Context: an optimization exercise on an open-source flow, tuned for small area, a short achievable clock period and few clock cycles per item. The choices shown serve that exercise and are no tape-out recipe.
In this exercise RTL edits were held to simulation tests only and were not proved equivalent to the original.

$ cat design/flow/design.v
module mul_csa (
  input  wire [15:0] x,
  input  wire [8:0]  one,
  input  wire [8:0]  two,
  input  wire [7:0]  neg,
  output wire [22:0] a,
  output wire [22:0] b,
  output wire        cl
);
  wire pp0_0 = ((one[0] & x[0])) ^ neg[0];
  wire pp0_1 = ((one[0] & x[1]) | (two[0] & x[0])) ^ neg[0];
  wire pp0_2 = ((one[0] & x[2]) | (two[0] & x[1])) ^ neg[0];
  wire pp0_3 = ((one[0] & x[3]) | (two[0] & x[2])) ^ neg[0];
  wire pp0_4 = ((one[0] & x[4]) | (two[0] & x[3])) ^ neg[0];
  wire pp0_5 = ((one[0] & x[5]) | (two[0] & x[4])) ^ neg[0];
  wire pp0_6 = ((one[0] & x[6]) | (two[0] & x[5])) ^ neg[0];
  wire pp0_7 = ((one[0] & x[7]) | (two[0] & x[6])) ^ neg[0];
  wire pp0_8 = ((one[0] & x[8]) | (two[0] & x[7])) ^ neg[0];
  wire pp0_9 = ((one[0] & x[9]) | (two[0] & x[8])) ^ neg[0];
  wire pp0_10 = ((one[0] & x[10]) | (two[0] & x[9])) ^ neg[0];
  wire pp0_11 = ((one[0] & x[11]) | (two[0] & x[10])) ^ neg[0];
  wire pp0_12 = ((one[0] & x[12]) | (two[0] & x[11])) ^ neg[0];
  wire pp0_13 = ((one[0] & x[13]) | (two[0] & x[12])) ^ neg[0];
  wire pp0_14 = ((one[0] & x[14]) | (two[0] & x[13])) ^ neg[0];
  wire pp0_15 = ((one[0] & x[15]) | (two[0] & x[14])) ^ neg[0];
  wire pp0_16 = ((two[0] & x[15])) ^ neg[0];
  wire ns0 = ~neg[0];
  wire pp1_0 = ((one[1] & x[0])) ^ neg[1];
  wire pp1_1 = ((one[1] & x[1]) | (two[1] & x[0])) ^ neg[1];
  wire pp1_2 = ((one[1] & x[2]) | (two[1] & x[1])) ^ neg[1];
  wire pp1_3 = ((one[1] & x[3]) | (two[1] & x[2])) ^ neg[1];
  wire pp1_4 = ((one[1] & x[4]) | (two[1] & x[3])) ^ neg[1];
  wire pp1_5 = ((one[1] & x[5]) | (two[1] & x[4])) ^ neg[1];
  wire pp1_6 = ((one[1] & x[6]) | (two[1] & x[5])) ^ neg[1];
  wire pp1_7 = ((one[1] & x[7]) | (two[1] & x[6])) ^ neg[1];
  wire pp1_8 = ((one[1] & x[8]) | (two[1] & x[7])) ^ neg[1];
  wire pp1_9 = ((one[1] & x[9]) | (two[1] & x[8])) ^ neg[1];
  wire pp1_10 = ((one[1] & x[10]) | (two[1] & x[9])) ^ neg[1];
  wire pp1_11 = ((one[1] & x[11]) | (two[1] & x[10])) ^ neg[1];
  wire pp1_12 = ((one[1] & x[12]) | (two[1] & x[11])) ^ neg[1];
  wire pp1_13 = ((one[1] & x[13]) | (two[1] & x[12])) ^ neg[1];
  wire pp1_14 = ((one[1] & x[14]) | (two[1] & x[13])) ^ neg[1];
  wire pp1_15 = ((one[1] & x[15]) | (two[1] & x[14])) ^ neg[1];
  wire pp1_16 = ((two[1] & x[15])) ^ neg[1];
  wire ns1 = ~neg[1];
  wire pp2_0 = ((one[2] & x[0])) ^ neg[2];
  wire pp2_1 = ((one[2] & x[1]) | (two[2] & x[0])) ^ neg[2];
  wire pp2_2 = ((one[2] & x[2]) | (two[2] & x[1])) ^ neg[2];
  wire pp2_3 = ((one[2] & x[3]) | (two[2] & x[2])) ^ neg[2];
  wire pp2_4 = ((one[2] & x[4]) | (two[2] & x[3])) ^ neg[2];
  wire pp2_5 = ((one[2] & x[5]) | (two[2] & x[4])) ^ neg[2];
  wire pp2_6 = ((one[2] & x[6]) | (two[2] & x[5])) ^ neg[2];
  wire pp2_7 = ((one[2] & x[7]) | (two[2] & x[6])) ^ neg[2];
  wire pp2_8 = ((one[2] & x[8]) | (two[2] & x[7])) ^ neg[2];
  wire pp2_9 = ((one[2] & x[9]) | (two[2] & x[8])) ^ neg[2];
  wire pp2_10 = ((one[2] & x[10]) | (two[2] & x[9])) ^ neg[2];
  wire pp2_11 = ((one[2] & x[11]) | (two[2] & x[10])) ^ neg[2];
  wire pp2_12 = ((one[2] & x[12]) | (two[2] & x[11])) ^ neg[2];
  wire pp2_13 = ((one[2] & x[13]) | (two[2] & x[12])) ^ neg[2];
  wire pp2_14 = ((one[2] & x[14]) | (two[2] & x[13])) ^ neg[2];
  wire pp2_15 = ((one[2] & x[15]) | (two[2] & x[14])) ^ neg[2];
  wire pp2_16 = ((two[2] & x[15])) ^ neg[2];
  wire ns2 = ~neg[2];
  wire pp3_0 = ((one[3] & x[0])) ^ neg[3];
  wire pp3_1 = ((one[3] & x[1]) | (two[3] & x[0])) ^ neg[3];
  wire pp3_2 = ((one[3] & x[2]) | (two[3] & x[1])) ^ neg[3];
  wire pp3_3 = ((one[3] & x[3]) | (two[3] & x[2])) ^ neg[3];
  wire pp3_4 = ((one[3] & x[4]) | (two[3] & x[3])) ^ neg[3];
  wire pp3_5 = ((one[3] & x[5]) | (two[3] & x[4])) ^ neg[3];
  wire pp3_6 = ((one[3] & x[6]) | (two[3] & x[5])) ^ neg[3];
  wire pp3_7 = ((one[3] & x[7]) | (two[3] & x[6])) ^ neg[3];
  wire pp3_8 = ((one[3] & x[8]) | (two[3] & x[7])) ^ neg[3];
  wire pp3_9 = ((one[3] & x[9]) | (two[3] & x[8])) ^ neg[3];
  wire pp3_10 = ((one[3] & x[10]) | (two[3] & x[9])) ^ neg[3];
  wire pp3_11 = ((one[3] & x[11]) | (two[3] & x[10])) ^ neg[3];
  wire pp3_12 = ((one[3] & x[12]) | (two[3] & x[11])) ^ neg[3];
  wire pp3_13 = ((one[3] & x[13]) | (two[3] & x[12])) ^ neg[3];
  wire pp3_14 = ((one[3] & x[14]) | (two[3] & x[13])) ^ neg[3];
  wire pp3_15 = ((one[3] & x[15]) | (two[3] & x[14])) ^ neg[3];
  wire pp3_16 = ((two[3] & x[15])) ^ neg[3];
  wire ns3 = ~neg[3];
  wire pp4_0 = ((one[4] & x[0])) ^ neg[4];
  wire pp4_1 = ((one[4] & x[1]) | (two[4] & x[0])) ^ neg[4];
  wire pp4_2 = ((one[4] & x[2]) | (two[4] & x[1])) ^ neg[4];
  wire pp4_3 = ((one[4] & x[3]) | (two[4] & x[2])) ^ neg[4];
  wire pp4_4 = ((one[4] & x[4]) | (two[4] & x[3])) ^ neg[4];
  wire pp4_5 = ((one[4] & x[5]) | (two[4] & x[4])) ^ neg[4];
  wire pp4_6 = ((one[4] & x[6]) | (two[4] & x[5])) ^ neg[4];
  wire pp4_7 = ((one[4] & x[7]) | (two[4] & x[6])) ^ neg[4];
  wire pp4_8 = ((one[4] & x[8]) | (two[4] & x[7])) ^ neg[4];
  wire pp4_9 = ((one[4] & x[9]) | (two[4] & x[8])) ^ neg[4];
  wire pp4_10 = ((one[4] & x[10]) | (two[4] & x[9])) ^ neg[4];
  wire pp4_11 = ((one[4] & x[11]) | (two[4] & x[10])) ^ neg[4];
  wire pp4_12 = ((one[4] & x[12]) | (two[4] & x[11])) ^ neg[4];
  wire pp4_13 = ((one[4] & x[13]) | (two[4] & x[12])) ^ neg[4];
  wire pp4_14 = ((one[4] & x[14]) | (two[4] & x[13])) ^ neg[4];
  wire pp4_15 = ((one[4] & x[15]) | (two[4] & x[14])) ^ neg[4];
  wire pp4_16 = ((two[4] & x[15])) ^ neg[4];
  wire ns4 = ~neg[4];
  wire pp5_0 = ((one[5] & x[0])) ^ neg[5];
  wire pp5_1 = ((one[5] & x[1]) | (two[5] & x[0])) ^ neg[5];
  wire pp5_2 = ((one[5] & x[2]) | (two[5] & x[1])) ^ neg[5];
  wire pp5_3 = ((one[5] & x[3]) | (two[5] & x[2])) ^ neg[5];
  wire pp5_4 = ((one[5] & x[4]) | (two[5] & x[3])) ^ neg[5];
  wire pp5_5 = ((one[5] & x[5]) | (two[5] & x[4])) ^ neg[5];
  wire pp5_6 = ((one[5] & x[6]) | (two[5] & x[5])) ^ neg[5];
  wire pp5_7 = ((one[5] & x[7]) | (two[5] & x[6])) ^ neg[5];
  wire pp5_8 = ((one[5] & x[8]) | (two[5] & x[7])) ^ neg[5];
  wire pp5_9 = ((one[5] & x[9]) | (two[5] & x[8])) ^ neg[5];
  wire pp5_10 = ((one[5] & x[10]) | (two[5] & x[9])) ^ neg[5];
  wire pp5_11 = ((one[5] & x[11]) | (two[5] & x[10])) ^ neg[5];
  wire pp5_12 = ((one[5] & x[12]) | (two[5] & x[11])) ^ neg[5];
  wire pp5_13 = ((one[5] & x[13]) | (two[5] & x[12])) ^ neg[5];
  wire pp5_14 = ((one[5] & x[14]) | (two[5] & x[13])) ^ neg[5];
  wire pp5_15 = ((one[5] & x[15]) | (two[5] & x[14])) ^ neg[5];
  wire pp5_16 = ((two[5] & x[15])) ^ neg[5];
  wire ns5 = ~neg[5];
  wire pp6_0 = ((one[6] & x[0])) ^ neg[6];
  wire pp6_1 = ((one[6] & x[1]) | (two[6] & x[0])) ^ neg[6];
  wire pp6_2 = ((one[6] & x[2]) | (two[6] & x[1])) ^ neg[6];
  wire pp6_3 = ((one[6] & x[3]) | (two[6] & x[2])) ^ neg[6];
  wire pp6_4 = ((one[6] & x[4]) | (two[6] & x[3])) ^ neg[6];
  wire pp6_5 = ((one[6] & x[5]) | (two[6] & x[4])) ^ neg[6];
  wire pp6_6 = ((one[6] & x[6]) | (two[6] & x[5])) ^ neg[6];
  wire pp6_7 = ((one[6] & x[7]) | (two[6] & x[6])) ^ neg[6];
  wire pp6_8 = ((one[6] & x[8]) | (two[6] & x[7])) ^ neg[6];
  wire pp6_9 = ((one[6] & x[9]) | (two[6] & x[8])) ^ neg[6];
  wire pp6_10 = ((one[6] & x[10]) | (two[6] & x[9])) ^ neg[6];
  wire pp6_11 = ((one[6] & x[11]) | (two[6] & x[10])) ^ neg[6];
  wire pp6_12 = ((one[6] & x[12]) | (two[6] & x[11])) ^ neg[6];
  wire pp6_13 = ((one[6] & x[13]) | (two[6] & x[12])) ^ neg[6];
  wire pp6_14 = ((one[6] & x[14]) | (two[6] & x[13])) ^ neg[6];
  wire pp6_15 = ((one[6] & x[15]) | (two[6] & x[14])) ^ neg[6];
  wire pp6_16 = ((two[6] & x[15])) ^ neg[6];
  wire ns6 = ~neg[6];
  wire pp7_0 = ((one[7] & x[0])) ^ neg[7];
  wire pp7_1 = ((one[7] & x[1]) | (two[7] & x[0])) ^ neg[7];
  wire pp7_2 = ((one[7] & x[2]) | (two[7] & x[1])) ^ neg[7];
  wire pp7_3 = ((one[7] & x[3]) | (two[7] & x[2])) ^ neg[7];
  wire pp7_4 = ((one[7] & x[4]) | (two[7] & x[3])) ^ neg[7];
  wire pp7_5 = ((one[7] & x[5]) | (two[7] & x[4])) ^ neg[7];
  wire pp7_6 = ((one[7] & x[6]) | (two[7] & x[5])) ^ neg[7];
  wire pp7_7 = ((one[7] & x[7]) | (two[7] & x[6])) ^ neg[7];
  wire pp7_8 = ((one[7] & x[8]) | (two[7] & x[7])) ^ neg[7];
  wire pp7_9 = ((one[7] & x[9]) | (two[7] & x[8])) ^ neg[7];
  wire pp7_10 = ((one[7] & x[10]) | (two[7] & x[9])) ^ neg[7];
  wire pp7_11 = ((one[7] & x[11]) | (two[7] & x[10])) ^ neg[7];
  wire pp7_12 = ((one[7] & x[12]) | (two[7] & x[11])) ^ neg[7];
  wire pp7_13 = ((one[7] & x[13]) | (two[7] & x[12])) ^ neg[7];
  wire pp7_14 = ((one[7] & x[14]) | (two[7] & x[13])) ^ neg[7];
  wire pp7_15 = ((one[7] & x[15]) | (two[7] & x[14])) ^ neg[7];
  wire pp7_16 = ((two[7] & x[15])) ^ neg[7];
  wire ns7 = ~neg[7];
  wire pp8_0 = one[8] & x[0];
  wire pp8_1 = one[8] & x[1];
  wire pp8_2 = one[8] & x[2];
  wire pp8_3 = one[8] & x[3];
  wire pp8_4 = one[8] & x[4];
  wire pp8_5 = one[8] & x[5];
  wire pp8_6 = one[8] & x[6];
  wire pp8_7 = one[8] & x[7];
  wire pp8_8 = one[8] & x[8];
  wire pp8_9 = one[8] & x[9];
  wire pp8_10 = one[8] & x[10];
  wire pp8_11 = one[8] & x[11];
  wire pp8_12 = one[8] & x[12];
  wire pp8_13 = one[8] & x[13];
  wire pp8_14 = one[8] & x[14];
  wire pp8_15 = one[8] & x[15];
  wire s1 = neg[5] ^ pp0_10;
  wire c2 = neg[5] & pp0_10;
  wire s3 = pp0_11 ^ pp1_9;
  wire c4 = pp0_11 & pp1_9;
  wire s5 = neg[6] ^ pp0_12 ^ pp1_10;
  wire c6 = (neg[6] & pp0_12) | (pp1_10 & (neg[6] ^ pp0_12));
  wire s7 = pp2_8 ^ pp3_6;
  wire c8 = pp2_8 & pp3_6;
  wire s9 = pp0_13 ^ pp1_11 ^ pp2_9;
  wire c10 = (pp0_13 & pp1_11) | (pp2_9 & (pp0_13 ^ pp1_11));
  wire s11 = pp3_7 ^ pp4_5;
  wire c12 = pp3_7 & pp4_5;
  wire s13 = neg[7] ^ pp0_14 ^ pp1_12;
  wire c14 = (neg[7] & pp0_14) | (pp1_12 & (neg[7] ^ pp0_14));
  wire s15 = pp2_10 ^ pp3_8 ^ pp4_6;
  wire c16 = (pp2_10 & pp3_8) | (pp4_6 & (pp2_10 ^ pp3_8));
  wire s17 = pp5_4 ^ pp6_2;
  wire c18 = pp5_4 & pp6_2;
  wire s19 = pp0_15 ^ pp1_13 ^ pp2_11;
  wire c20 = (pp0_15 & pp1_13) | (pp2_11 & (pp0_15 ^ pp1_13));
  wire s21 = pp3_9 ^ pp4_7 ^ pp5_5;
  wire c22 = (pp3_9 & pp4_7) | (pp5_5 & (pp3_9 ^ pp4_7));
  wire s23 = pp6_3 ^ pp7_1;
  wire c24 = pp6_3 & pp7_1;
  wire s25 = pp0_16 ^ pp1_14 ^ pp2_12;
  wire c26 = (pp0_16 & pp1_14) | (pp2_12 & (pp0_16 ^ pp1_14));
  wire s27 = pp3_10 ^ pp4_8 ^ pp5_6;
  wire c28 = (pp3_10 & pp4_8) | (pp5_6 & (pp3_10 ^ pp4_8));
  wire s29 = pp6_4 ^ pp7_2 ^ pp8_0;
  wire c30 = (pp6_4 & pp7_2) | (pp8_0 & (pp6_4 ^ pp7_2));
  wire s31 = neg[0] ^ pp1_15 ^ pp2_13;
  wire c32 = (neg[0] & pp1_15) | (pp2_13 & (neg[0] ^ pp1_15));
  wire s33 = pp3_11 ^ pp4_9 ^ pp5_7;
  wire c34 = (pp3_11 & pp4_9) | (pp5_7 & (pp3_11 ^ pp4_9));
  wire s35 = pp6_5 ^ pp7_3 ^ pp8_1;
  wire c36 = (pp6_5 & pp7_3) | (pp8_1 & (pp6_5 ^ pp7_3));
  wire s37 = neg[0] ^ pp1_16 ^ pp2_14;
  wire c38 = (neg[0] & pp1_16) | (pp2_14 & (neg[0] ^ pp1_16));
  wire s39 = pp3_12 ^ pp4_10 ^ pp5_8;
  wire c40 = (pp3_12 & pp4_10) | (pp5_8 & (pp3_12 ^ pp4_10));
  wire s41 = pp6_6 ^ pp7_4 ^ pp8_2;
  wire c42 = (pp6_6 & pp7_4) | (pp8_2 & (pp6_6 ^ pp7_4));
  wire s43 = ns0 ^ ns1 ^ pp2_15;
  wire c44 = (ns0 & ns1) | (pp2_15 & (ns0 ^ ns1));
  wire s45 = pp3_13 ^ pp4_11 ^ pp5_9;
  wire c46 = (pp3_13 & pp4_11) | (pp5_9 & (pp3_13 ^ pp4_11));
  wire s47 = pp6_7 ^ pp7_5 ^ pp8_3;
  wire c48 = (pp6_7 & pp7_5) | (pp8_3 & (pp6_7 ^ pp7_5));
  wire s49 = 1'b1 ^ pp2_16 ^ pp3_14;
  wire c50 = (1'b1 & pp2_16) | (pp3_14 & (1'b1 ^ pp2_16));
  wire s51 = pp4_12 ^ pp5_10 ^ pp6_8;
  wire c52 = (pp4_12 & pp5_10) | (pp6_8 & (pp4_12 ^ pp5_10));
  wire s53 = pp7_6 ^ pp8_4;
  wire c54 = pp7_6 & pp8_4;
  wire s55 = ns2 ^ pp3_15 ^ pp4_13;
  wire c56 = (ns2 & pp3_15) | (pp4_13 & (ns2 ^ pp3_15));
  wire s57 = pp5_11 ^ pp6_9 ^ pp7_7;
  wire c58 = (pp5_11 & pp6_9) | (pp7_7 & (pp5_11 ^ pp6_9));
  wire s59 = 1'b1 ^ pp3_16 ^ pp4_14;
  wire c60 = (1'b1 & pp3_16) | (pp4_14 & (1'b1 ^ pp3_16));
  wire s61 = pp5_12 ^ pp6_10;
  wire c62 = pp5_12 & pp6_10;
  wire s63 = ns3 ^ pp4_15 ^ pp5_13;
  wire c64 = (ns3 & pp4_15) | (pp5_13 & (ns3 ^ pp4_15));
  wire s65 = 1'b1 ^ pp4_16;
  wire c66 = 1'b1 & pp4_16;
  wire s67 = neg[3] ^ pp0_6;
  wire c68 = neg[3] & pp0_6;
  wire s69 = pp0_7 ^ pp1_5;
  wire c70 = pp0_7 & pp1_5;
  wire s71 = neg[4] ^ pp0_8 ^ pp1_6;
  wire c72 = (neg[4] & pp0_8) | (pp1_6 & (neg[4] ^ pp0_8));
  wire s73 = pp2_4 ^ pp3_2;
  wire c74 = pp2_4 & pp3_2;
  wire s75 = pp0_9 ^ pp1_7 ^ pp2_5;
  wire c76 = (pp0_9 & pp1_7) | (pp2_5 & (pp0_9 ^ pp1_7));
  wire s77 = pp3_3 ^ pp4_1;
  wire c78 = pp3_3 & pp4_1;
  wire s79 = pp1_8 ^ pp2_6 ^ pp3_4;
  wire c80 = (pp1_8 & pp2_6) | (pp3_4 & (pp1_8 ^ pp2_6));
  wire s81 = pp4_2 ^ pp5_0 ^ s1;
  wire c82 = (pp4_2 & pp5_0) | (s1 & (pp4_2 ^ pp5_0));
  wire s83 = pp2_7 ^ pp3_5 ^ pp4_3;
  wire c84 = (pp2_7 & pp3_5) | (pp4_3 & (pp2_7 ^ pp3_5));
  wire s85 = pp5_1 ^ c2 ^ s3;
  wire c86 = (pp5_1 & c2) | (s3 & (pp5_1 ^ c2));
  wire s87 = pp4_4 ^ pp5_2 ^ pp6_0;
  wire c88 = (pp4_4 & pp5_2) | (pp6_0 & (pp4_4 ^ pp5_2));
  wire s89 = c4 ^ s5 ^ s7;
  wire c90 = (c4 & s5) | (s7 & (c4 ^ s5));
  wire s91 = pp5_3 ^ pp6_1 ^ c6;
  wire c92 = (pp5_3 & pp6_1) | (c6 & (pp5_3 ^ pp6_1));
  wire s93 = c8 ^ s9 ^ s11;
  wire c94 = (c8 & s9) | (s11 & (c8 ^ s9));
  wire s95 = pp7_0 ^ c10 ^ c12;
  wire c96 = (pp7_0 & c10) | (c12 & (pp7_0 ^ c10));
  wire s97 = s13 ^ s15 ^ s17;
  wire c98 = (s13 & s15) | (s17 & (s13 ^ s15));
  wire s99 = c14 ^ c16 ^ c18;
  wire c100 = (c14 & c16) | (c18 & (c14 ^ c16));
  wire s101 = s19 ^ s21 ^ s23;
  wire c102 = (s19 & s21) | (s23 & (s19 ^ s21));
  wire s103 = c20 ^ c22 ^ c24;
  wire c104 = (c20 & c22) | (c24 & (c20 ^ c22));
  wire s105 = s25 ^ s27 ^ s29;
  wire c106 = (s25 & s27) | (s29 & (s25 ^ s27));
  wire s107 = c26 ^ c28 ^ c30;
  wire c108 = (c26 & c28) | (c30 & (c26 ^ c28));
  wire s109 = s31 ^ s33 ^ s35;
  wire c110 = (s31 & s33) | (s35 & (s31 ^ s33));
  wire s111 = c32 ^ c34 ^ c36;
  wire c112 = (c32 & c34) | (c36 & (c32 ^ c34));
  wire s113 = s37 ^ s39 ^ s41;
  wire c114 = (s37 & s39) | (s41 & (s37 ^ s39));
  wire s115 = c38 ^ c40 ^ c42;
  wire c116 = (c38 & c40) | (c42 & (c38 ^ c40));
  wire s117 = s43 ^ s45 ^ s47;
  wire c118 = (s43 & s45) | (s47 & (s43 ^ s45));
  wire s119 = c44 ^ c46 ^ c48;
  wire c120 = (c44 & c46) | (c48 & (c44 ^ c46));
  wire s121 = s49 ^ s51 ^ s53;
  wire c122 = (s49 & s51) | (s53 & (s49 ^ s51));
  wire s123 = pp8_5 ^ c50 ^ c52;
  wire c124 = (pp8_5 & c50) | (c52 & (pp8_5 ^ c50));
  wire s125 = c54 ^ s55 ^ s57;
  wire c126 = (c54 & s55) | (s57 & (c54 ^ s55));
  wire s127 = pp7_8 ^ pp8_6 ^ c56;
  wire c128 = (pp7_8 & pp8_6) | (c56 & (pp7_8 ^ pp8_6));
  wire s129 = c58 ^ s59 ^ s61;
  wire c130 = (c58 & s59) | (s61 & (c58 ^ s59));
  wire s131 = pp6_11 ^ pp7_9 ^ pp8_7;
  wire c132 = (pp6_11 & pp7_9) | (pp8_7 & (pp6_11 ^ pp7_9));
  wire s133 = c60 ^ c62 ^ s63;
  wire c134 = (c60 & c62) | (s63 & (c60 ^ c62));
  wire s135 = pp5_14 ^ pp6_12 ^ pp7_10;
  wire c136 = (pp5_14 & pp6_12) | (pp7_10 & (pp5_14 ^ pp6_12));
  wire s137 = pp8_8 ^ c64 ^ s65;
  wire c138 = (pp8_8 & c64) | (s65 & (pp8_8 ^ c64));
  wire s139 = ns4 ^ pp5_15 ^ pp6_13;
  wire c140 = (ns4 & pp5_15) | (pp6_13 & (ns4 ^ pp5_15));
  wire s141 = pp7_11 ^ pp8_9 ^ c66;
  wire c142 = (pp7_11 & pp8_9) | (c66 & (pp7_11 ^ pp8_9));
  wire s143 = 1'b1 ^ pp5_16 ^ pp6_14;
  wire c144 = (1'b1 & pp5_16) | (pp6_14 & (1'b1 ^ pp5_16));
  wire s145 = pp7_12 ^ pp8_10;
  wire c146 = pp7_12 & pp8_10;
  wire s147 = ns5 ^ pp6_15 ^ pp7_13;
  wire c148 = (ns5 & pp6_15) | (pp7_13 & (ns5 ^ pp6_15));
  wire s149 = 1'b1 ^ pp6_16;
  wire c150 = 1'b1 & pp6_16;
  wire s151 = neg[2] ^ pp0_4;
  wire c152 = neg[2] & pp0_4;
  wire s153 = pp0_5 ^ pp1_3;
  wire c154 = pp0_5 & pp1_3;
  wire s155 = pp1_4 ^ pp2_2 ^ pp3_0;
  wire c156 = (pp1_4 & pp2_2) | (pp3_0 & (pp1_4 ^ pp2_2));
  wire s157 = pp2_3 ^ pp3_1 ^ c68;
  wire c158 = (pp2_3 & pp3_1) | (c68 & (pp2_3 ^ pp3_1));
  wire s159 = pp4_0 ^ c70 ^ s71;
  wire c160 = (pp4_0 & c70) | (s71 & (pp4_0 ^ c70));
  wire s161 = c72 ^ c74 ^ s75;
  wire c162 = (c72 & c74) | (s75 & (c72 ^ c74));
  wire s163 = c76 ^ c78 ^ s79;
  wire c164 = (c76 & c78) | (s79 & (c76 ^ c78));
  wire s165 = c80 ^ s83 ^ c82;
  wire c166 = (c80 & s83) | (c82 & (c80 ^ s83));
  wire s167 = c84 ^ s87 ^ c86;
  wire c168 = (c84 & s87) | (c86 & (c84 ^ s87));
  wire s169 = c88 ^ c90 ^ s91;
  wire c170 = (c88 & c90) | (s91 & (c88 ^ c90));
  wire s171 = c92 ^ c94 ^ s95;
  wire c172 = (c92 & c94) | (s95 & (c92 ^ c94));
  wire s173 = c96 ^ c98 ^ s99;
  wire c174 = (c96 & c98) | (s99 & (c96 ^ c98));
  wire s175 = c100 ^ c102 ^ s103;
  wire c176 = (c100 & c102) | (s103 & (c100 ^ c102));
  wire s177 = c104 ^ c106 ^ s107;
  wire c178 = (c104 & c106) | (s107 & (c104 ^ c106));
  wire s179 = c108 ^ c110 ^ s111;
  wire c180 = (c108 & c110) | (s111 & (c108 ^ c110));
  wire s181 = c112 ^ c114 ^ s115;
  wire c182 = (c112 & c114) | (s115 & (c112 ^ c114));
  wire s183 = c116 ^ c118 ^ s119;
  wire c184 = (c116 & c118) | (s119 & (c116 ^ c118));
  wire s185 = c120 ^ c122 ^ s123;
  wire c186 = (c120 & c122) | (s123 & (c120 ^ c122));
  wire s187 = c124 ^ c126 ^ s127;
  wire c188 = (c124 & c126) | (s127 & (c124 ^ c126));
  wire s189 = s131 ^ c128 ^ c130;
  wire c190 = (s131 & c128) | (c130 & (s131 ^ c128));
  wire s191 = c132 ^ s135 ^ c134;
  wire c192 = (c132 & s135) | (c134 & (c132 ^ s135));
  wire s193 = c136 ^ s139 ^ c138;
  wire c194 = (c136 & s139) | (c138 & (c136 ^ s139));
  wire s195 = c140 ^ s143 ^ s145;
  wire c196 = (c140 & s143) | (s145 & (c140 ^ s143));
  wire s197 = pp8_11 ^ c144 ^ c146;
  wire c198 = (pp8_11 & c144) | (c146 & (pp8_11 ^ c144));
  wire s199 = pp7_14 ^ pp8_12 ^ c148;
  wire c200 = (pp7_14 & pp8_12) | (c148 & (pp7_14 ^ pp8_12));
  wire s201 = ns6 ^ pp7_15 ^ pp8_13;
  wire c202 = (ns6 & pp7_15) | (pp8_13 & (ns6 ^ pp7_15));
  wire s203 = 1'b1 ^ pp7_16;
  wire c204 = 1'b1 & pp7_16;
  wire s205 = neg[1] ^ pp0_2;
  wire c206 = neg[1] & pp0_2;
  wire s207 = pp0_3 ^ pp1_1;
  wire c208 = pp0_3 & pp1_1;
  wire s209 = pp1_2 ^ pp2_0 ^ s151;
  wire c210 = (pp1_2 & pp2_0) | (s151 & (pp1_2 ^ pp2_0));
  wire s211 = pp2_1 ^ c152 ^ s153;
  wire c212 = (pp2_1 & c152) | (s153 & (pp2_1 ^ c152));
  wire s213 = s67 ^ c154 ^ s155;
  wire c214 = (s67 & c154) | (s155 & (s67 ^ c154));
  wire s215 = s69 ^ c156 ^ s157;
  wire c216 = (s69 & c156) | (s157 & (s69 ^ c156));
  wire s217 = s73 ^ c158 ^ s159;
  wire c218 = (s73 & c158) | (s159 & (s73 ^ c158));
  wire s219 = s77 ^ c160 ^ s161;
  wire c220 = (s77 & c160) | (s161 & (s77 ^ c160));
  wire s221 = s81 ^ c162 ^ s163;
  wire c222 = (s81 & c162) | (s163 & (s81 ^ c162));
  wire s223 = s85 ^ c164 ^ s165;
  wire c224 = (s85 & c164) | (s165 & (s85 ^ c164));
  wire s225 = s89 ^ c166 ^ s167;
  wire c226 = (s89 & c166) | (s167 & (s89 ^ c166));
  wire s227 = s93 ^ c168 ^ s169;
  wire c228 = (s93 & c168) | (s169 & (s93 ^ c168));
  wire s229 = s97 ^ c170 ^ s171;
  wire c230 = (s97 & c170) | (s171 & (s97 ^ c170));
  wire s231 = s101 ^ c172 ^ s173;
  wire c232 = (s101 & c172) | (s173 & (s101 ^ c172));
  wire s233 = s105 ^ c174 ^ s175;
  wire c234 = (s105 & c174) | (s175 & (s105 ^ c174));
  wire s235 = s109 ^ c176 ^ s177;
  wire c236 = (s109 & c176) | (s177 & (s109 ^ c176));
  wire s237 = s113 ^ c178 ^ s179;
  wire c238 = (s113 & c178) | (s179 & (s113 ^ c178));
  wire s239 = s117 ^ c180 ^ s181;
  wire c240 = (s117 & c180) | (s181 & (s117 ^ c180));
  wire s241 = s121 ^ c182 ^ s183;
  wire c242 = (s121 & c182) | (s183 & (s121 ^ c182));
  wire s243 = s125 ^ c184 ^ s185;
  wire c244 = (s125 & c184) | (s185 & (s125 ^ c184));
  wire s245 = s129 ^ c186 ^ s187;
  wire c246 = (s129 & c186) | (s187 & (s129 ^ c186));
  wire s247 = s133 ^ c188 ^ s189;
  wire c248 = (s133 & c188) | (s189 & (s133 ^ c188));
  wire s249 = s137 ^ c190 ^ s191;
  wire c250 = (s137 & c190) | (s191 & (s137 ^ c190));
  wire s251 = s141 ^ c192 ^ s193;
  wire c252 = (s141 & c192) | (s193 & (s141 ^ c192));
  wire s253 = c142 ^ s195 ^ c194;
  wire c254 = (c142 & s195) | (c194 & (c142 ^ s195));
  wire s255 = s147 ^ c196 ^ s197;
  wire c256 = (s147 & c196) | (s197 & (s147 ^ c196));
  wire s257 = s149 ^ c198 ^ s199;
  wire c258 = (s149 & c198) | (s199 & (s149 ^ c198));
  wire s259 = c150 ^ s201 ^ c200;
  wire c260 = (c150 & s201) | (c200 & (c150 ^ s201));
  wire s261 = pp8_14 ^ c202 ^ s203;
  wire c262 = (pp8_14 & c202) | (s203 & (pp8_14 ^ c202));
  wire [7:0] la = {c214, c212, c210, c208, c206, pp1_0, pp0_1, neg[0]};
  wire [7:0] lb = {s215, s213, s211, s209, s207, s205, 1'b0, pp0_0};
  wire [8:0] ls = {1'b0, la} + {1'b0, lb};
  assign cl = ls[8];
  assign a[0] = c216;
  assign b[0] = s217;
  assign a[1] = c218;
  assign b[1] = s219;
  assign a[2] = c220;
  assign b[2] = s221;
  assign a[3] = c222;
  assign b[3] = s223;
  assign a[4] = c224;
  assign b[4] = s225;
  assign a[5] = c226;
  assign b[5] = s227;
  assign a[6] = c228;
  assign b[6] = s229;
  assign a[7] = c230;
  assign b[7] = s231;
  assign a[8] = c232;
  assign b[8] = s233;
  assign a[9] = c234;
  assign b[9] = s235;
  assign a[10] = c236;
  assign b[10] = s237;
  assign a[11] = c238;
  assign b[11] = s239;
  assign a[12] = c240;
  assign b[12] = s241;
  assign a[13] = c242;
  assign b[13] = s243;
  assign a[14] = c244;
  assign b[14] = s245;
  assign a[15] = c246;
  assign b[15] = s247;
  assign a[16] = c248;
  assign b[16] = s249;
  assign a[17] = c250;
  assign b[17] = s251;
  assign a[18] = c252;
  assign b[18] = s253;
  assign a[19] = c254;
  assign b[19] = s255;
  assign a[20] = c256;
  assign b[20] = s257;
  assign a[21] = c258;
  assign b[21] = s259;
  assign a[22] = c260;
  assign b[22] = s261;
endmodule
module booth_enc (
    input  wire [15:0] c,
    output wire [8:0]  one,
    output wire [8:0]  two,
    output wire [7:0]  neg
);
    wire [18:0] ce = {2'b00, c, 1'b0};
    genvar j;
    generate
        for (j = 0; j < 9; j = j + 1) begin : g
            wire b2 = ce[2*j+2];
            wire b1 = ce[2*j+1];
            wire b0 = ce[2*j];
            assign one[j] = b1 ^ b0;
            assign two[j] = (b2 & ~b1 & ~b0) | (~b2 & b1 & b0);
            if (j < 8) begin : gn
                assign neg[j] = b2;
            end
        end
    endgenerate
endmodule
module prefix16 (
    input  wire [15:0] g,
    input  wire [15:0] p,
    output wire        G,
    output wire        P
);
    wire [7:0] ga, pa;
    wire [3:0] gb, pb;
    wire [1:0] gc, pc;
    genvar i;
    generate
        for (i = 0; i < 8; i = i + 1) begin : l1
            assign ga[i] = g[2*i+1] | (p[2*i+1] & g[2*i]);
            assign pa[i] = p[2*i+1] & p[2*i];
        end
        for (i = 0; i < 4; i = i + 1) begin : l2
            assign gb[i] = ga[2*i+1] | (pa[2*i+1] & ga[2*i]);
            assign pb[i] = pa[2*i+1] & pa[2*i];
        end
        for (i = 0; i < 2; i = i + 1) begin : l3
            assign gc[i] = gb[2*i+1] | (pb[2*i+1] & gb[2*i]);
            assign pc[i] = pb[2*i+1] & pb[2*i];
        end
    endgenerate
    assign G = gc[1] | (pc[1] & gc[0]);
    assign P = pc[1] & pc[0];
endmodule
module ahb_lite_fir_filter (
    input  wire        clk,
    input  wire        n_rst,
    input  wire        hsel,
    input  wire [3:0]  haddr,
    input  wire        hsize,
    input  wire [1:0]  htrans,
    input  wire        hwrite,
    input  wire [15:0] hwdata,
    output reg  [15:0] hrdata,
    output reg         hresp
);
    wire xfer = hsel & (htrans != 2'b00);
    always @(*) begin
        hresp = 1'b0;
        if (xfer) begin
            if (hwrite) hresp = (haddr[3:2] == 2'b00) | (haddr == 4'd15);
            else        hresp = (haddr == 4'd15);
        end
    end
    wire wr_ok    = xfer & hwrite & (haddr[3:2] != 2'b00) & (haddr != 4'd15);
    wire s_wr_nx  = wr_ok & (haddr[3:1] == 3'd2);
    reg        wv;           
    reg        hw_lo;        
    reg        hw_hi;
    reg [3:0]  wa;
    reg        ws;
    reg [3:0]  ra;           
    reg        rs;
    always @(posedge clk, negedge n_rst) begin
        if (!n_rst) begin
            wv <= 1'b0; hw_lo <= 1'b0; hw_hi <= 1'b0;
        end else begin
            wv    <= wr_ok;
            hw_lo <= s_wr_nx & (hsize | ~haddr[0]);
            hw_hi <= s_wr_nx & (hsize | haddr[0]);
        end
    end
    always @(posedge clk) begin
        wa <= haddr;
        ws <= hsize;
        ra <= haddr;
        rs <= hsize;
    end
    wire w_lo  = ws | ~wa[0];
    wire w_hi  = ws | wa[0];
    wire s_wr  = hw_lo | hw_hi;                        
    wire ld    = wv & (wa == 4'd14) & hwdata[0];       
    wire [3:0] f_wr;
    assign f_wr[0] = wv & (wa[3:1] == 3'd3);
    assign f_wr[1] = wv & (wa[3:1] == 3'd4);
    assign f_wr[2] = wv & (wa[3:1] == 3'd5);
    assign f_wr[3] = wv & (wa[3:1] == 3'd6);
    reg [15:0] F0, F1, F2, F3;       
    reg [15:0] C0, C1, C2, C3;       
    reg [15:0] S, H1, H2;            
    reg [15:0] result;               
    reg        rneg;                 
    reg        err;
    reg [1:0] zf0, zf1, zf2, zf3;    
    reg [1:0] zc0, zc1, zc2, zc3;    
    reg       zs, zh1, zh2, zr;      
    always @(posedge clk, negedge n_rst) begin
        if (!n_rst) begin
            zf0 <= 2'b11; zf1 <= 2'b11; zf2 <= 2'b11; zf3 <= 2'b11;
            zc0 <= 2'b11; zc1 <= 2'b11; zc2 <= 2'b11; zc3 <= 2'b11;
        end else begin
            if (f_wr[0] & w_lo) zf0[0] <= 1'b0;
            if (f_wr[0] & w_hi) zf0[1] <= 1'b0;
            if (f_wr[1] & w_lo) zf1[0] <= 1'b0;
            if (f_wr[1] & w_hi) zf1[1] <= 1'b0;
            if (f_wr[2] & w_lo) zf2[0] <= 1'b0;
            if (f_wr[2] & w_hi) zf2[1] <= 1'b0;
            if (f_wr[3] & w_lo) zf3[0] <= 1'b0;
            if (f_wr[3] & w_hi) zf3[1] <= 1'b0;
            if (ld) begin
                zc0 <= zf0; zc1 <= zf1; zc2 <= zf2; zc3 <= zf3;
            end
        end
    end
    always @(posedge clk) begin
        begin
            if (f_wr[0] & w_lo) F0[7:0]  <= hwdata[7:0];
            if (f_wr[0] & w_hi) F0[15:8] <= hwdata[15:8];
            if (f_wr[1] & w_lo) F1[7:0]  <= hwdata[7:0];
            if (f_wr[1] & w_hi) F1[15:8] <= hwdata[15:8];
            if (f_wr[2] & w_lo) F2[7:0]  <= hwdata[7:0];
            if (f_wr[2] & w_hi) F2[15:8] <= hwdata[15:8];
            if (f_wr[3] & w_lo) F3[7:0]  <= hwdata[7:0];
            if (f_wr[3] & w_hi) F3[15:8] <= hwdata[15:8];
        end
    end
    always @(posedge clk) begin
        if (ld) begin
            C0 <= F0; C1 <= F1; C2 <= F2; C3 <= F3;
        end
    end
    wire [15:0] F0v = {zf0[1] ? 8'd0 : F0[15:8], zf0[0] ? 8'd0 : F0[7:0]};
    wire [15:0] F1v = {zf1[1] ? 8'd0 : F1[15:8], zf1[0] ? 8'd0 : F1[7:0]};
    wire [15:0] F2v = {zf2[1] ? 8'd0 : F2[15:8], zf2[0] ? 8'd0 : F2[7:0]};
    wire [15:0] F3v = {zf3[1] ? 8'd0 : F3[15:8], zf3[0] ? 8'd0 : F3[7:0]};
    wire [15:0] C3v = {zc3[1] ? 8'd0 : C3[15:8], zc3[0] ? 8'd0 : C3[7:0]};
    localparam J_IDLE = 3'd0, J_L3 = 3'd1, J_L2 = 3'd2, J_W2 = 3'd3, J_T1 = 3'd4;
    localparam T_NONE = 3'd0, T_P0 = 3'd5, T_L3 = 3'd1, T_L2 = 3'd2, T_W2 = 3'd3, T_T1 = 3'd4;
    reg        pend;         
    reg        acc_ok;       
    reg [2:0]  jq;           
    reg        shifted;      
    reg        msh;          
    reg [1:0]  mbk;          
    reg [2:0]  tag;          
    reg [2:0]  mop;          
    reg        sx_s, sx_h1, sx_h2;           
    reg        sc0, sc1, sc2, sc3;           
    reg [17:0] ACC;          
    wire complete_now = pend & acc_ok & (tag == T_P0);
    wire step = (mop != T_P0);
    wire gs  = sx_s  & ~zs;
    wire gh1 = sx_h1 & ~zh1;
    wire gh2 = sx_h2 & ~zh2;
    wire [15:0] xo = ({16{gs}} & S) | ({16{gh1}} & H1) | ({16{gh2}} & H2);
    wire [7:0] ca_lo = ({8{sc0 & ~zc0[0]}} & C0[7:0]) | ({8{sc1 & ~zc1[0]}} & C1[7:0])
                     | ({8{sc2 & ~zc2[0]}} & C2[7:0]) | ({8{sc3 & ~zc3[0]}} & C3[7:0]);
    wire [7:0] ca_hi = ({8{sc0 & ~zc0[1]}} & C0[15:8]) | ({8{sc1 & ~zc1[1]}} & C1[15:8])
                     | ({8{sc2 & ~zc2[1]}} & C2[15:8]) | ({8{sc3 & ~zc3[1]}} & C3[15:8]);
    wire [15:0] ca = {ca_hi, ca_lo};
    wire [15:0] xa = {hw_hi ? hwdata[15:8] : xo[15:8], hw_lo ? hwdata[7:0] : xo[7:0]};
    wire [8:0] a_one, a_two;
    wire [7:0] a_neg;
    booth_enc ENCA (.c(ca), .one(a_one), .two(a_two), .neg(a_neg));
    wire [22:0] ma_a, ma_b;
    wire        ma_c;
    mul_csa MA (.x(xa), .one(a_one), .two(a_two), .neg(a_neg), .a(ma_a), .b(ma_b), .cl(ma_c));
    reg [22:0] pa, pb;
    reg        pcl;
    always @(posedge clk) begin
        pa  <= ma_a;
        pb  <= ma_b;
        pcl <= ma_c;
    end
    wire [24:0] U2  = {1'b0, pa, 1'b1} + {1'b0, pb, pcl};
    wire [23:0] U   = U2[24:1];
    wire [15:0] T   = U[22:7];
    wire [7:0]  lo2 = {1'b0, pa[6:0]} + {1'b0, pb[6:0]} + {7'd0, pcl};
    wire        cin = lo2[7];
    wire [15:0] ph  = pa[22:7];
    wire [15:0] qh  = pb[22:7];
    wire [15:0] nk  = ~ACC[15:0];
    wire [15:0] sv  = ph ^ qh ^ nk;
    wire [15:0] cm  = (ph & qh) | (ph & nk) | (qh & nk);
    wire [15:0] g1 = ph & qh;
    wire [15:0] p1 = ph | qh;
    wire [15:0] g2 = sv & {cm[14:0], 1'b0};
    wire [15:0] p2 = sv | {cm[14:0], 1'b0};
    wire gw, pw, gr, pr;
    prefix16 PW (.g(g1), .p(p1), .G(gw), .P(pw));
    prefix16 PR (.g(g2), .p(p2), .G(gr), .P(pr));
    wire w    = gw | (pw & cin);
    wire c16  = gr | (pr & cin);
    wire ovf3 = ~ACC[17] & ACC[16];
    wire err4 = ACC[17] & (w ? (cm[15] & c16) : (cm[15] | c16));
    wire err_n = ovf3 | err4;
    wire        a_sub = (tag == T_P0) | (tag == T_L2) | (tag == T_W2);
    wire [17:0] a_op  = (tag == T_W2) ? {2'b00, M3} : (tag == T_L3) ? 18'd0 : ACC;
    wire [18:0] a_s2  = {a_op, 1'b1} + {{2'b00, T} ^ {18{a_sub}}, a_sub};
    wire [17:0] a_sum = a_s2[18:1];
    wire        mb_act = (mbk != 2'd3);
    wire [15:0] xm = ({16{~msh & ~zh1}} & H1) | ({16{msh & ~zh2}} & H2);
    reg  [2:0]  mneg, mone, mtwo;    
    wire [16:0] mg0 = ({17{mone[0]}} & {1'b0, xm}) | ({17{mtwo[0]}} & {xm, 1'b0});
    wire [16:0] mg1 = ({17{mone[1]}} & {1'b0, xm}) | ({17{mtwo[1]}} & {xm, 1'b0});
    wire [16:0] mg2 = ({17{mone[2]}} & {1'b0, xm}) | ({17{mtwo[2]}} & {xm, 1'b0});
    reg         mbp;                 
    reg  [21:0] mbacc;
    wire [15:0] M3 = mbacc[15:0];
    wire [26:0] r0 = {{8{mneg[0]}}, mg0 ^ {17{mneg[0]}}, 1'b0, (mbk != 2'd0) & mbp};
    wire [26:0] r1 = {{6{mneg[1]}}, mg1 ^ {17{mneg[1]}}, 1'b0, mneg[0], 2'b00};
    wire [26:0] r2 = {{4{mneg[2]}}, mg2 ^ {17{mneg[2]}}, 1'b0, mneg[1], 4'b0000};
    wire [26:0] r3 = (mbk == 2'd0) ? 27'd0 : {{6{mbacc[21]}}, mbacc[21:1]};
    wire [26:0] k1s = r0 ^ r1 ^ r2;
    wire [26:0] k1c = {((r0 & r1) | (r0 & r2) | (r1 & r2)), 1'b0};
    wire [26:0] k2s = k1s ^ k1c ^ r3;
    wire [26:0] k2c = {((k1s & k1c) | (k1s & r3) | (k1c & r3)), 1'b0};
    wire [26:0] mbsum = k2s + k2c;
    always @(posedge clk) begin
        if (mb_act) begin
            mbacc <= mbsum[26:5];
            mbp   <= mneg[2];
        end
        if (tag == T_L3 || tag == T_L2 || tag == T_W2 || tag == T_T1) ACC <= a_sum;
    end
    reg [2:0] jq_n;
    always @(*) begin
        if (ld)        jq_n = J_L3;
        else if (step) jq_n = (mop == T_L3) ? J_L2 : (mop == T_T1) ? J_IDLE : J_T1;
        else           jq_n = complete_now ? J_W2 : jq;
    end
    wire [2:0] tag_n    = ld ? T_NONE : mop;
    wire       pend_n   = s_wr | (pend & ~complete_now);
    wire       acc_ok_n = ~ld & ~complete_now & (acc_ok | (tag == T_T1));
    wire       shift_n  = ~ld & ~complete_now & (shifted | s_wr);
    wire [1:0] mbk_n    = (ld | complete_now) ? 2'd0 : (mbk == 2'd3) ? 2'd3 : mbk + 2'd1;
    wire       cpl_nx = pend_n & acc_ok_n & (tag_n == T_P0);
    wire [2:0] jq_nx  = cpl_nx ? J_W2 : jq_n;
    wire       sh_nx  = shift_n & ~cpl_nx;
    reg  [2:0] mop_n;
    always @(*) begin
        if (s_wr_nx) mop_n = T_P0;
        else case (jq_nx)
            J_L3:    mop_n = T_L3;
            J_L2:    mop_n = T_L2;
            J_W2:    mop_n = T_W2;
            J_T1:    mop_n = T_T1;
            default: mop_n = T_P0;
        endcase
    end
    wire [15:0] c3_n = ld ? F3v : C3v;
    wire [18:0] c3e  = {2'b00, c3_n, 1'b0};
    reg  [6:0]  cw;
    always @(*) begin
        case (mbk_n)
            2'd0:    cw = c3e[6:0];
            2'd1:    cw = c3e[12:6];
            default: cw = c3e[18:12];
        endcase
    end
    reg [2:0] mneg_n, mone_n, mtwo_n;
    integer q;
    always @(*) begin
        for (q = 0; q < 3; q = q + 1) begin
            mone_n[q] = cw[2*q+1] ^ cw[2*q];
            mtwo_n[q] = (cw[2*q+2] & ~cw[2*q+1] & ~cw[2*q]) | (~cw[2*q+2] & cw[2*q+1] & cw[2*q]);
            mneg_n[q] = cw[2*q+2];
        end
    end
    always @(posedge clk, negedge n_rst) begin
        if (!n_rst) begin
            mone <= 3'd0; mtwo <= 3'd0; mneg <= 3'd0;
        end else begin
            mone <= mone_n; mtwo <= mtwo_n; mneg <= mneg_n;
        end
    end
    always @(posedge clk, negedge n_rst) begin
        if (!n_rst) begin
            zs <= 1'b1; zh1 <= 1'b1; zh2 <= 1'b1; zr <= 1'b1;
            err <= 1'b0;
            pend <= 1'b0; acc_ok <= 1'b0;
            jq <= J_L3; shifted <= 1'b0; msh <= 1'b0; mbk <= 2'd0; tag <= T_NONE;
            mop <= T_L3;
            sx_s <= 1'b0; sx_h1 <= 1'b0; sx_h2 <= 1'b1;
            sc0 <= 1'b0; sc1 <= 1'b0; sc2 <= 1'b0; sc3 <= 1'b1;
        end else begin
            if (s_wr) begin
                zs  <= 1'b0;
                zh1 <= zs;
                zh2 <= zh1;
            end
            if (complete_now) begin
                err <= err_n;
                zr  <= 1'b0;
            end
            if (ld) err <= 1'b0;
            pend    <= pend_n;
            acc_ok  <= acc_ok_n;
            jq      <= jq_n;
            shifted <= shift_n;
            msh     <= ~ld & ~complete_now & (msh | s_wr);
            mbk     <= mbk_n;
            tag     <= tag_n;
            mop     <= mop_n;
            sx_s    <= (mop_n == T_P0) | ((mop_n == T_T1) & ~sh_nx);
            sx_h1   <= ((mop_n == T_T1) & sh_nx) | (((mop_n == T_L2) | (mop_n == T_W2)) & ~sh_nx);
            sx_h2   <= (mop_n == T_L3) | (((mop_n == T_L2) | (mop_n == T_W2)) & sh_nx);
            sc0     <= (mop_n == T_P0);
            sc1     <= (mop_n == T_T1);
            sc2     <= (mop_n == T_L2) | (mop_n == T_W2);
            sc3     <= (mop_n == T_L3);
        end
    end
    always @(posedge clk) begin
        if (s_wr) begin
            S  <= xa;
            H1 <= S;
            H2 <= H1;
        end
        if (complete_now) begin
            result <= a_sum[15:0];
            rneg   <= a_sum[17];
        end
    end
    wire busy_o = pend & ~complete_now;
    wire err_o  = complete_now ? err_n : err;
    wire [15:0] rmag = rneg ? (~result + 16'd1) : result;
    reg [15:0] rv;
    always @(*) begin
        case (ra[3:1])
            3'd0:    rv = {7'd0, err_o, 7'd0, busy_o};
            3'd1:    rv = zr ? 16'd0 : rmag;
            3'd2:    rv = zs ? 16'd0 : S;
            3'd3:    rv = F0v;
            3'd4:    rv = F1v;
            3'd5:    rv = F2v;
            3'd6:    rv = F3v;
            default: rv = 16'd0;
        endcase
        hrdata[15:8] = (rs | ra[0])  ? rv[15:8] : 8'd0;
        hrdata[7:0]  = (rs | ~ra[0]) ? rv[7:0]  : 8'd0;
    end
endmodule
$ cat design/flow/flow/run.sh
#!/bin/bash
bash standard.sh SETUP_SLACK_MARGIN=6.0 "BUFFER_PORTS_ARGS=-buffer_cell sky130_fd_sc_hd__buf_2" finish > standard.log 2>&1
$ cat design/flow/standard.sh
#!/bin/bash
# synth_recipe.tcl (not shown) runs the flow's synth.tcl, then flattens the netlist and writes it again
# the make line also repeats each setting of config.mk as NAME=value (left out here)
make -C /OpenROAD-flow-scripts/flow DESIGN_CONFIG=/design/flow/config.mk WORK_HOME=/design/flow/orfs CLKGATE_MAP_FILE= SYNTH_SCRIPT=/design/flow/synth_recipe.tcl "${@:-finish}"
$ cat design/flow/constraint.sdc
create_clock -name core_clock -period 11.0 [get_ports {clk}]
set_input_delay 2.2000 -clock core_clock [delete_from_list [all_inputs] [get_ports {clk}]]
set_output_delay 2.2000 -clock core_clock [all_outputs]
set_load 0.01 [all_outputs]
$ cat design/flow/config.mk
export PLATFORM = sky130hd
export DESIGN_NAME = ahb_lite_fir_filter
export DESIGN_NICKNAME = ahb_lite_fir_filter
export VERILOG_FILES = /design/flow/design.v
export SDC_FILE = /design/flow/constraint.sdc
export NUM_CORES = 4
export LEC_CHECK = 0
export ABC_AREA = 1
export CAP_MARGIN = 20
export CORE_MARGIN = 2
export CORE_UTILIZATION = 40
export CTS_CLUSTER_DIAMETER = 120
export CTS_CLUSTER_SIZE = 22
export SETUP_SLACK_MARGIN = 5
export SLEW_MARGIN = 20
==> results of run 1 <==
-- metal layers --
metal	track usage (%)	vias to the layer above
li1	-	9194
met5	0	-
met4	6.17	0
met3	2.53	108
met2	36.9	779
met1	32.5	9621
-- final timing paths --
kind                                  from           endpoint  slack (ns)  cells after the start
setup / recovery            pa[22]$_DFF_P_          hrdata[8]        6.00                     15
hold / removal             F3[4]$_DFFE_PP_    C3[4]$_DFFE_PP_        0.43                      0
min in group asynchronous            n_rst      sc2$_DFF_PN0_        1.76                      2
max in group asynchronous            n_rst  mneg[1]$_DFF_PN0_        8.71                      2
setup reg to reg           zh1$_DFFE_PN1P_      pb[9]$_DFF_P_        6.17                     14
hold reg to reg            F3[4]$_DFFE_PP_    C3[4]$_DFFE_PP_        0.43                      0
-- sequential cells by signal, indices dropped and copies added, names as in the netlist, 4 cells and up --
name	count
ACC	18
C0	16
C1	16
C2	16
C3	16
F0	16
F1	16
F2	16
F3	16
H1	16
H2	16
S	16
mbacc	22
pa	23
pb	23
ra	4
result	16
-- layout make-up --
class                      instances  share of cell area (%)
timing repair buffer             131                    3.51
clock inverter                     5                   0.247
multi-input combinational       1794                    49.3
tap                              846                    3.80
inverter                         521                    7.13
clock buffer                      31                    2.02
sequential                       341                    34.0
-- kinds of logic after synthesis --
group           count (synthesis)  share of synthesized area, %
compound gates                522                          13.3
xor+xnor                      248                          8.62
fa+ha+maj                     272                          18.3
buf+inv                       601                          9.42
flops                         341                          37.6
simple gates                  752                          12.7
-- metrics by stage --
stage,setup slack (ns),hold slack (ns)
finish,6.00,0.430
global route,5.82,0.453
CTS,5.91,0.427
detailed placement,5.26,0.433
global placement,5.30,0.429
floorplan,6.01,0.426
-- cells in the mapped netlist (6+ instances only) --
library cell / n / area [um2]
inv_1: 498 / 1870
nand2_1: 373 / 1400
edfxtp_1: 234 / 7030
xor2_1: 215 / 1880
o22ai_1: 187 / 1170
nor2_1: 177 / 664
fa_1: 162 / 3240
nand3_1: 111 / 556
ha_1: 110 / 1380
a21oi_1: 101 / 505
o21ai_0: 101 / 505
dfxtp_1: 52 / 1040
buf_2: 33 / 165
xnor2_1: 33 / 289
nor3_1: 32 / 160
clkbuf_1: 31 / 116
dfrtp_1: 31 / 776
o22ai_2: 29 / 363
dfstp_2: 24 / 631
a31oi_1: 22 / 138
nand4_1: 15 / 93.8
nand2_2: 14 / 87.6
inv_2: 12 / 45.0
buf_4: 10 / 75.1
o21a_1: 10 / 75.1
a32oi_1: 9 / 78.8
clkinv_1: 8 / 30.0
a21o_1: 6 / 45.0
o21ai_2: 6 / 52.6
o31ai_1: 6 / 45.0
-- what timing repair did --
item                       CTS  global route
resized for setup           49            62
buffers inserted            15            49
pin swaps                   23            26
cloned                       0             0
setup endpoints to repair   51            50
==> impl_metrics.toml, run 1 <==
[run_status]
outcome = "complete, no violations"

[detailed_routing]
drt-initial-drc-count = 1884
drc = 0
vias_per_cell = 5.37
wl_met3_um = 4990
wl_per_cell_um = 20.2
met1_length_um = 33100
dr.pass1.iters = 5
met2_wirelength_um = 34000
routed_wl_um = 74300
highest_layer = "met4"
vias = 19700
antenna_left = 0

[sta]
timing.slew.headroom_pct = 29.0
finalClockSkew_ns = 0.0488
finalCritPeriodShare_pct = 45.5
period_needed_ns = 5.00
rsz0062_at_grt = "true"
tightestPinTransition_ns = 1.06
finalMaxSlewViolations = 0
fmax_mhz = 200
tns_ns = 0
hold_viol_final = 0
setup_violations = 0

[global_route]
antenna_found_initial = 0
grt_overflow_total = 0
track_usage_pct = 22.8
grt_pass1_vias = 19400
grt_pass1_wl_um = 114000
grt_max_degree = 78

[placement]
postPlaceCellArea_um2 = 26300
placed_cells = 3569
placement.io_buffers = 43
routabilityCongestion = 0.943
hpwl_um = 56300

[yosys]
synth-main-ff-cell = "edfxtp_1"
ys_seq_area_share_pct = 37.6
yosysWarnings = 1
avgSynthCellArea_um2 = 9.21
synth_edf_count = 234
synth_nets = 3035
async_reset_ff_share_pct = 16.1
synth_area_um2 = 25200
ys_types = 61
ys_seq_elements = 341
syn_inst = 2736

[critical_path]
setup.worst_path.end_class = "primary output"
cp.arrival_ns = 2.80
crit_family = "simple AND/OR/NAND/NOR gates"
cp-start-kind = "flip-flop"
critical_path.max_stage_delay_ns = 0.48
cp_max_fo = 2
cp.required_ns = 8.80
crit_slowest_cell = "fa_1"
critPathKind = "flip-flop to primary output"
worst-path-buf-inv = 2
path_cells = "inv_1, fa_1, nand2_1, o21a_1, nand2_2, nor2_4, nand3_2, nand3_2, nand2_2, nand2_4, nand2_4, nand2_2, nand2_2, a21oi_4, buf_6"
worst_path_most_repeated_cell = "nand2_2"

[job]
drv_cap = 0

[floorplanning]
dieArea_um2 = 65000
core_area_um2 = 62600
fp.dieH_um = 255
io_pins = 44
die_w_um = 255
start_util_pct = 40.2
fp-row-count = 92

[cts]
cts_buffers = 20
clock-root-buffer = "clkbuf_16"
path_clk_slew_ns = 0.10
clock_latency_ns = 0.59
clockBufferDepth = 3
htree_levels = 1
tritoncts = "built"
clock-sinks = 341
hold_buffers = 0

[min_path]
hold_class = "flip-flop to flip-flop"

[cells_and_area]
final_nets = 3108
fin_util_pct = 44.5
syn_to_final_growth_pct = 10.6
layout_common_cells = "483 x inv_1, 359 x nand2_1, 234 x edfxtp_1"
final_common_cell = "inv_1"
drive_above_1_share_pct = 11.9
fin_area_um2 = 27900
layout.cells.non_filler = 3669
nFillCells = 6061
multiInputGateArea_um2 = 13700
seq_area_um2 = 9480
num_antenna_cells = 0
Testbench counts, summed over its fixed seeds: cycles 4,880, samples 1,600.
==> inputs of run 2 (changes only) <==
--- a/design/flow/config.mk
+++ b/design/flow/config.mk
@@ -6,5 +6,5 @@
 export NUM_CORES = 4
 export LEC_CHECK = 0
-export ABC_AREA = 1
+export ABC_AREA = 0
 export CAP_MARGIN = 20
 export CORE_MARGIN = 2
==> run 2 against run 1 <==
  * Still clean
  * Via count rose by 4.7%
  * Global-route usage rose by 2.8 points
  * Die area fell by 0.85%
  * Register-to-register slack got worse by 0.07 ns
  * Critical endpoint unchanged
  * Highest routed layer unchanged
==> impl_metrics.toml, run 2 <==
[floorplanning]
die_w_um = 254
core_area_um2 = 61700
io_pins = 44
dieArea_um2 = 64500
fp-row-count = 91
start_util_pct = 40.5
fp.dieH_um = 254

[sta]
finalClockSkew_ns = 0.0300
tns_ns = 0
hold_viol_final = 0
period_needed_ns = 5.62
rsz0062_at_grt = "true"
finalCritPeriodShare_pct = 51.1
setup_violations = 0
finalMaxSlewViolations = 0
timing.slew.headroom_pct = 19.5
fmax_mhz = 178
tightestPinTransition_ns = 1.21

[detailed_routing]
routed_wl_um = 84500
vias_per_cell = 6.05
drc = 0
wl_per_cell_um = 24.8
vias = 20600
dr.pass1.iters = 6
drt-initial-drc-count = 2546
antenna_left = 0

[cells_and_area]
num_antenna_cells = 0
syn_to_final_growth_pct = 12.7
final_common_cell = "inv_1"
layout.cells.non_filler = 3407
drive_above_1_share_pct = 14.8
reg_top3 = "pa (23), pb (23), mbacc (22)"
layout_common_cells = "243 x inv_1, 234 x edfxtp_1, 176 x nand2_1"
final_nets = 2855

[placement]
placed_cells = 3299
routabilityCongestion = 0.953
hpwl_um = 60000
placement.io_buffers = 43

[critical_path]
cp.required_ns = 8.80
cp.arrival_ns = 3.42
setup.worst_path.end_class = "primary output"
critical_path.max_stage_delay_ns = 0.51
r2r_slack_ns = 6.10
cp-start-kind = "flip-flop"
critPathKind = "flip-flop to primary output"
r2r_start = "sc3$_DFF_PN1_"
path_cells = "inv_2, fa_1, o22a_1, o21ai_2, o221ai_2, nor2_1, o311a_1, o21a_1, maj3_2, o21a_4, o22ai_2, buf_2"
rr_worst_depth = 14
worst-path-buf-inv = 2
rr_endpoint = "pb[16]$_DFF_P_"
crit_slowest_cell = "fa_1"
cp_max_fo = 2
crit_family = "compound AO/OA/AOI/OAI gates"

[yosys]
synth.most_common_cell = "inv_1"
ys_types = 75
ys_seq_elements = 341
synthTopCellsByArea = "edfxtp_1 28%, fa_1 13%, ha_1 5.5%"
yosysWarnings = 1
syn_inst = 2544
ys_seq_area_share_pct = 37.9
synth_nets = 2843
yosysTopAreaCell = "edfxtp_1"
synth_edf_count = 234
synthTopCellsByCount = "258 x inv_1, 234 x edfxtp_1, 194 x nand2_1"
synth-main-ff-cell = "edfxtp_1"
async_reset_ff_share_pct = 16.1
synth_top_cell_area_share_pct = 28.1
synth_area_um2 = 25000
avgSynthCellArea_um2 = 9.82

[global_route]
track_usage_pct = 25.6
grt_max_degree = 86
antenna_found_initial = 0
grt_overflow_total = 0
grt_pass1_wl_um = 125000
grt_pass1_vias = 19700

[run_status]
outcome = "complete, no violations"

[cts]
clock-root-buffer = "clkbuf_16"
htree_levels = 1
cts_buffers = 20
hold_buffers = 0
tritoncts = "built"
path_clk_slew_ns = 0.10
clockBufferDepth = 3
clock-sinks = 341
clock_latency_ns = 0.58

[min_path]
hold_start = "F3[12]$_DFFE_PP_"
whs_endpoint = "C3[12]$_DFFE_PP_"
hold_path_depth = 0
hold_class = "flip-flop to flip-flop"

[job]
drv_cap = 0
run 2: metal layers:
layer  up-vias  GRT usage [%]  part of all wire [%]
met3       219           3.57                   9.2
met5         -              0                     0
met2      1223           39.6                    44
met4         0           10.7                   5.3
li1       9153              -                     -
met1     10000           35.9                    42
run 2: worst max-delay path by stage:
stage	start	endpoint	slack, ns	depth (start not counted)
final	ACC[11]$_DFFE_PP_	hrdata[8]	5.38	12
after detailed placement	hwdata[11]	pb[8]$_DFF_P_	4.46	12
after global placement	hwdata[11]	pb[8]$_DFF_P_	4.54	12
after floorplan	hwdata[13]	pb[14]$_DFF_P_	5.85	12
after CTS	ACC[11]$_DFFE_PP_	hrdata[8]	5.35	12
after global routing	ACC[11]$_DFFE_PP_	hrdata[8]	5.28	12
run 2: final cells by class:
| type | count | area, um2 |
|---|---|---|
| fill | 5831 | 33600 |
| multi-input combinational | 1764 | 14500 |
| sequential | 341 | 9480 |
| timing repair buffer | 152 | 1330 |
| inverter | 274 | 1120 |
| tap | 837 | 1050 |
| clock buffer | 32 | 546 |
| clock inverter | 4 | 67.6 |
| timing repair inverter | 3 | 22.5 |
run 2: timing repair:
action | CTS | global route
pin swaps | 24 | 26
setup endpoints to repair | 65 | 39
cloned | 4 | 5
buffers inserted | 29 | 34
resized for setup | 96 | 123
run 2: kinds of logic (layout without fill, tap and decap cells):
family / after synthesis / count (layout) / synth area share (%)
XOR/XNOR: 146 / 146 / 5.12
AO/OA/AOI/OAI: 836 / 836 / 21.8
AND/OR/NAND/NOR: 479 / 479 / 8.75
adder cells (fa/ha/maj): 274 / 274 / 18.6
buffers and inverters: 440 / 465 / 6.62
flip-flops: 341 / 341 / 37.9
multiplexers: 28 / 29 / 1.18
run 2: through the flow:
step           util [%]  setup slack [ns]  cell area [um2]  hold slack [ns]
3_3_place_gp       42.3              4.54            26100            0.423
5_1_grt            45.6              5.28            28100            0.455
6_report           45.6              5.38            28100            0.438
3_5_place_dp       42.3              4.46            26100            0.426
2_1_floorplan         -              5.85            25200            0.418
4_1_cts            44.3              5.35            27300            0.441

## afterwards: timing with drivers on the ports
The flow's constraints put no driver on any port. The routed layouts listed below were extracted and timed again, unchanged, in two steps. Step 1 assumes that a clkbuf_16 drives the clock port and a buf_2 every other input. Step 2 also shifts input and output timing later by t, the mid clock arrival at the registers, as if the neighbouring blocks saw the same clock. Three values: ideal, step 1, step 2; two values: the first two.
run	shift t [ns]	setup slack, ns	worst setup path at the end	worst data-port slew with drivers (ns)	pins driven straight from the clock port
run 1	0.631	5.996 / 5.934 / 5.470	input to register	0.04	1
run 2	0.637	5.380 / 5.315 / 5.435	input to register	0.06	1
After both steps every run listed still meets setup and hold. The setup slack of run 1, which loses most, moves by -0.062 ns with the drivers and by -0.526 ns with both steps.
